Source: an optimization exercise on an open RTL-to-GDS flow (aim: small area). Production flows keep margins and buffers that such runs may drop.
Function was checked by simulation only, so behaviour that the tests miss may differ from the original.

==> flow/design.v, too long to show whole: its modules and the start of the top module <==
// module lif_neuron: 132 lines
// module lif_leak: 682 lines
// module lif_fa: 10 lines
// module lif_ao22: 9 lines
// module lif_aoi22: 9 lines
// module lif_aoi221: 10 lines
// module lif_aoi222: 11 lines
// module lif_aoi21: 8 lines
// module lif_nor2: 7 lines
// module lif_xnor2: 7 lines
// module lif_or2: 7 lines
// module lif_inv: 6 lines
module lif_neuron (
    input  wire        clk,
    input  wire        rst,
    input  wire [15:0] threshold,
    input  wire [15:0] leak_rate,
    input  wire [7:0]  refractory,
    input  wire        leaky_enable,
    input  wire        reset_on_spike,
    input  wire [15:0] input_neuron_id,
    input  wire [7:0]  synapse_weight,
    input  wire        spike_in_valid,
    output wire        spike_in_ready,
    output reg  [15:0] output_neuron_id,
    output reg         spike_out_valid,
    input  wire        spike_out_ready,
    input  wire [15:0] neuron_id,
    output reg  [15:0] membrane_potential,
    output wire        in_refractory,
    output reg  [7:0]  refract_counter
);
  // ...
==> flow/flow/run.sh <==
#!/bin/bash
# Standard ORFS layout (the standard.sh: standard synthesis, floorplan,
# placement, CTS, routing) with these changes:
# - after floorplan, flow/downsize.tcl sets combinational cells that synthesis
#   upsized back to drive strength 1 (repair steps size up what needs it);
# - the buffers that buffer_ports puts on every input and output port are the
#   smallest plain buffer (sky130_fd_sc_hd__buf_1) instead of the cell the
#   resizer picks by default;
# - clock tree synthesis uses clkbuf_8 buffers and no dummy loads;
# - synthesis (ABC) buffers are removed at floorplan (REMOVE_ABC_BUFFERS);
# - after global routing, repair_timing -recover_power downsizes gates that
#   have timing slack to spare.
# make's whole output goes to make_finish.log; each ORFS step keeps its own
# log under orfs/logs/.
set -euo pipefail
cd "$(dirname "$0")/.."
bash standard.sh \
  "POST_FLOORPLAN_TCL=$PWD/flow/downsize.tcl" \
  "BUFFER_PORTS_ARGS=-buffer_cell sky130_fd_sc_hd__buf_1" \
  "CTS_ARGS=-sink_clustering_enable -repair_clock_nets -dont_use_dummy_load -buf_list sky130_fd_sc_hd__clkbuf_8" \
  "RECOVER_POWER=100" \
  "REMOVE_ABC_BUFFERS=1" \
  finish > make_finish.log 2>&1
==> flow/flow/downsize.tcl <==
# Sourced by ORFS at the end of floorplan (POST_FLOORPLAN_TCL).  Synthesis
# (ABC) maps small helper modules on their own and often picks a larger drive
# strength than the layout needs; set every combinational cell that has a
# size-1 variant of the same function back to size 1.  The later repair steps
# (repair_design, repair_timing) size cells up again where timing, slew or
# capacitance need it.  Flip-flops and clock cells are left alone.
set db [ord::get_db]
set block [ord::get_db_block]
set swapped 0
foreach inst [$block getInsts] {
  set master [$inst getMaster]
  set name [$master getName]
  if {![regexp {^(sky130_fd_sc_hd__[a-z0-9]+)_([0-9]+)$} $name -> base size]} { continue }
  if {$size <= 1} { continue }
  if {[regexp {__(df|sdf|edf|dl|clk|dly|conb|tap|fill|decap|diode)} $base]} { continue }
  set small [$db findMaster ${base}_1]
  if {$small eq "NULL" || $small eq ""} { continue }
  if {[$small getWidth] >= [$master getWidth]} { continue }
  $inst swapMaster $small
  incr swapped
}
puts "downsize.tcl: $swapped cells set to drive strength 1"
==> flow/standard.sh <==
#!/bin/bash
# synth_recipe.tcl (not shown) runs the flow's synth.tcl, then flattens the netlist and writes it again
# the make line also repeats each setting of config.mk as NAME=value (left out here)
make -C /OpenROAD-flow-scripts/flow DESIGN_CONFIG=/design/flow/config.mk WORK_HOME=/design/flow/orfs CLKGATE_MAP_FILE= SYNTH_SCRIPT=/design/flow/synth_recipe.tcl "${@:-finish}"
==> flow/config.mk <==
export PLATFORM = sky130hd
export DESIGN_NAME = lif_neuron
export DESIGN_NICKNAME = lif_neuron
export VERILOG_FILES = /design/flow/design.v
export SDC_FILE = /design/flow/constraint.sdc
export NUM_CORES = 4
export LEC_CHECK = 0
export CAP_MARGIN = 20
export CORE_MARGIN = 2
export CORE_UTILIZATION = 40
export GPL_TIMING_DRIVEN = 0
export SLEW_MARGIN = 20
export SYNTH_HIERARCHICAL = 1
export SYNTH_MINIMUM_KEEP_SIZE = 0
==> flow/constraint.sdc <==
create_clock -name core_clock -period 14.0 [get_ports {clk}]
set_input_delay 2.8000 -clock core_clock [delete_from_list [all_inputs] [get_ports {clk}]]
set_output_delay 2.8000 -clock core_clock [all_outputs]
set_load 0.01 [all_outputs]
==> run_results.csv, run 1 <==
group,metric,value,unit
floorplanning,start_util,0.411,
worst_setup_path,worstPathRequired,14190,ps
finish,reg_top3,"membrane_potential (16), output_neuron_id (16), refract_counter (8)",
finish,utilization,0.440,
finish,fin_nets,1140,
global_route,met1_usage,0.309,
global_route,grt_remaining_overflow,0,
sta,worst_pin_slew,1280,ps
global_route,grt_pass1_wl,36100,um
synth,ys_warn_count,7,
drt,routed_wl,22200,um
finish,seqCellArea,861,sq um
drt,drt_first_pass_iters,9,
worst_setup_path,critPathArrivalTime,13740,ps
global_route,grtUsageMet3,0.0257,
clock_network,htreeDepth,2,
finish,seq_cell_count,43,
synth,avgSynthCellArea,10.2,sq um
status,status,"no timing/DRC/antenna violations",
finish,clock_buffers,5,
sta,clock_skew,23.4,ps
floorplanning,core.rowCount,50,
place,place_area,0.00825,sq mm
worst_setup_path,reg2reg_to,"membrane_potential[15]$_DFF_P_",
floorplanning,die_area,0.0206,sq mm
global_route,grt_max_degree,32,
clock_network,cts.sinks,43,
hold_path,hp-class,"reg -> reg",
==> run 2, diff against run 1 <==
--- a/flow/flow/run.sh
+++ b/flow/flow/run.sh
@@ -8,8 +8,6 @@
 #   resizer picks by default;
 # - clock tree synthesis uses clkbuf_8 buffers and no dummy loads;
 # - synthesis (ABC) buffers are removed at floorplan (REMOVE_ABC_BUFFERS);
-# - after global routing, repair_timing -recover_power downsizes gates that
-#   have timing slack to spare.
 # make's whole output goes to make_finish.log; each ORFS step keeps its own
 # log under orfs/logs/.
 set -euo pipefail
@@ -18,6 +16,5 @@
   "POST_FLOORPLAN_TCL=$PWD/flow/downsize.tcl" \
   "BUFFER_PORTS_ARGS=-buffer_cell sky130_fd_sc_hd__buf_1" \
   "CTS_ARGS=-sink_clustering_enable -repair_clock_nets -dont_use_dummy_load -buf_list sky130_fd_sc_hd__clkbuf_8" \
-  "RECOVER_POWER=100" \
   "REMOVE_ABC_BUFFERS=1" \
   finish > make_finish.log 2>&1
--- a/flow/config.mk
+++ b/flow/config.mk
@@ -5,10 +5,10 @@
 export SDC_FILE = /design/flow/constraint.sdc
 export NUM_CORES = 4
 export LEC_CHECK = 0
-export CAP_MARGIN = 20
+export CAP_MARGIN = 5
 export CORE_MARGIN = 2
 export CORE_UTILIZATION = 40
 export GPL_TIMING_DRIVEN = 0
-export SLEW_MARGIN = 20
+export SLEW_MARGIN = 5
 export SYNTH_HIERARCHICAL = 1
 export SYNTH_MINIMUM_KEEP_SIZE = 0
==> run 2 against run 1 <==
Still clean on timing, DRC and antenna. Hold slack got worse by 7.7 ps. Clock skew fell by 3.2 ps. Global-route usage shrank 0.26 points. Critical endpoint unchanged.
==> run_results.csv, run 2 <==
group,metric,value,unit
place,dp_slack,125,ps
sta,fin_crit,13520,ps
drt,detail_route.vias_per_cell,5.57,
sta,clock_skew,20.1,ps
floorplanning,io_pins,129,
clock_network,ctsHoldBuffers,0,
clock_network,cts_buffers,5,
finish,fin_nets,1139,
drt,wl_per_cell,20.1,um
clock_network,clkLatencyLatePin,290,ps
global_route,grt_pass1_wl,35700,um
worst_setup_path,cp-end-kind,"register",
global_route,grt_max_degree,32,
synth,syn_area,0.00777,sq mm
worst_setup_path,path_common_cell,"fa_1",
finish,layout_common_cells,"nand2_1, fa_1, buf_1",
floorplanning,die_area,0.0206,sq mm
status,status,"no timing/DRC/antenna violations",
worst_setup_path,cp-start-kind,"input port",
floorplanning,start_util,0.411,
sta,finalHoldViolations,0,
sta,drv_slew,0,
global_route,grt_pass1_vias,6562,
drt,drt-initial-drc-count,459,
synth,synth_cells,764,
place,dp.cells,1094,
global_route,grt_remaining_overflow,0,
sta,timing.final.ws_setup,478,ps
global_route,track_usage,0.224,
worst_setup_path,critPathKind,"in -> reg",
clock_network,cts_tree,"yes",
floorplanning,die_w,143,um
floorplanning,fp.dieH,143,um
drt,routed_wl,22100,um
drt,ant_nets,0,
finish,utilization,0.441,
floorplanning,core.rowCount,50,
worst_setup_path,slowest_stage,"buf_1",
clock_network,cts.sinks,43,
synth,avgSynthCellArea,10.2,sq um
clock_network,cts_buffer_depth,2,
hold_path,hp-class,"reg -> reg",
drt,drc,0,
clock_network,htreeDepth,2,
sta,rsz0062_at_grt,"no",
place,routabilityCongestion,0.834,
sta,worst_pin_slew,1190,ps
finish,n_antenna_cell,0,
place,dp_hpwl,15700,um
sta,setup_viol,0,
finish,layout_commonest_cell,"nand2_1",
finish,syn2layout_area_growth,7.12,%
worst_setup_path,worstPathRequired,14190,ps
clock_network,clk_pin_slew,80,ps
synth,ys_warn_count,7,
worst_setup_path,critPathMaxFanout,15,
floorplanning,core-area,0.0189,sq mm
clock_network,cts_repair_resize_count,0,
sta,period_share,0.966,
global_route,antenna_found_initial,0,
drt,vias,6126,
sta,fin_hold_ws,471,ps
worst_setup_path,max_stage_delay,730,ps
run,drv_cap,0,
finish,drive_above_1_share,0.0119,
sta,final.setup.tns,0,ps
finish,reg_top3,"membrane_potential (16), output_neuron_id (16), refract_counter (8)",
sta,maxSlewHeadroom,0.202,
clock_network,postCtsSetupRepairBufs,0,
clock_network,clock-root-buffer,"clkbuf_8",
worst_setup_path,critPathArrivalTime,13720,ps
place,portBuffers,112,
sta,max_freq,74.0,MHz
drt,drt_first_pass_iters,7,
finish,fin_cells,1099,
[run 2: changes by cell type in the layout (fill, tap and decap cells not counted), sizes merged]
cell    previous run  this run
buf              111       114
clkbuf             9         5
[run 2: worst paths after layout]
path / from / to / slack (ps) / cells past startpoint
setup / recovery: leak_rate[12] / membrane_potential[15]$_DFF_P_ / 480 / 30
hold reg to reg: output_neuron_id[15]$_DFF_P_ / output_neuron_id[15]$_DFF_P_ / 470 / 1
setup reg to reg: membrane_potential[5]$_DFF_P_ / membrane_potential[15]$_DFF_P_ / 2560 / 29
hold / removal: output_neuron_id[15]$_DFF_P_ / output_neuron_id[15]$_DFF_P_ / 470 / 1
[run 2: metrics by stage]
stage          instance area, sq um
2_1_floorplan                  7610
3_3_place_gp                   8240
3_5_place_dp                   8260
4_1_cts                        8330
5_1_grt                        8330
6_report                       8330
[run 2: area by class of cell]
cell class / count / area [sq um]
clock buffers: 5 / 68.8
well taps: 260 / 325
repair buffers: 114 / 435
inverters: 29 / 109
multi-input cells: 648 / 6530
fillers: 1890 / 10600
flip-flops and latches: 43 / 861
[run 2: worst max-delay path: cells and delay by family]
kind	cells	cell delay, ps
fa+ha+maj	21	9090
compound gates	3	350
buf+inv	1	730
simple gates	5	740
[run 2: per-layer routing]
layer,track usage,wire length [um],vias up
met3,0.0207,1130,33
met5,0,0,-
met2,0.389,11100,208
li1,-,-,2642
met1,0.309,9430,3243
met4,0.0464,404,0

afterwards: timing with drivers on the ports:
In the flow no input, the clock included, has a driving cell. The finished layouts below were timed again as built, in two steps.
Step 1 sets driving cells, clkbuf_16 on the clock port and buf_2 on the other inputs (assumed; they add their load-dependent delay and slew).
Step 2 adds t to the input delays and takes it off the output delays; t is the mean of the earliest and latest rising clock arrival at the registers after step 1. Input paths then give back, and output paths get back, about the clock's delay inside the block.
a / b / c = ideal / step 1 / step 2; a / b = the first two.
run	t (ns)	setup slack, ns	worst setup path after step 2	clock arrival spread, ns
run 1	0.302	0.444 / 0.443 / 0.141	input to register	0.023 / 0.024
run 2	0.307	0.478 / 0.476 / 0.169	input to register	0.020 / 0.020
After both steps every run listed still meets setup and hold. The setup slack of run 2, which loses most, moves by -0.002 ns with the drivers and by -0.309 ns with both steps.
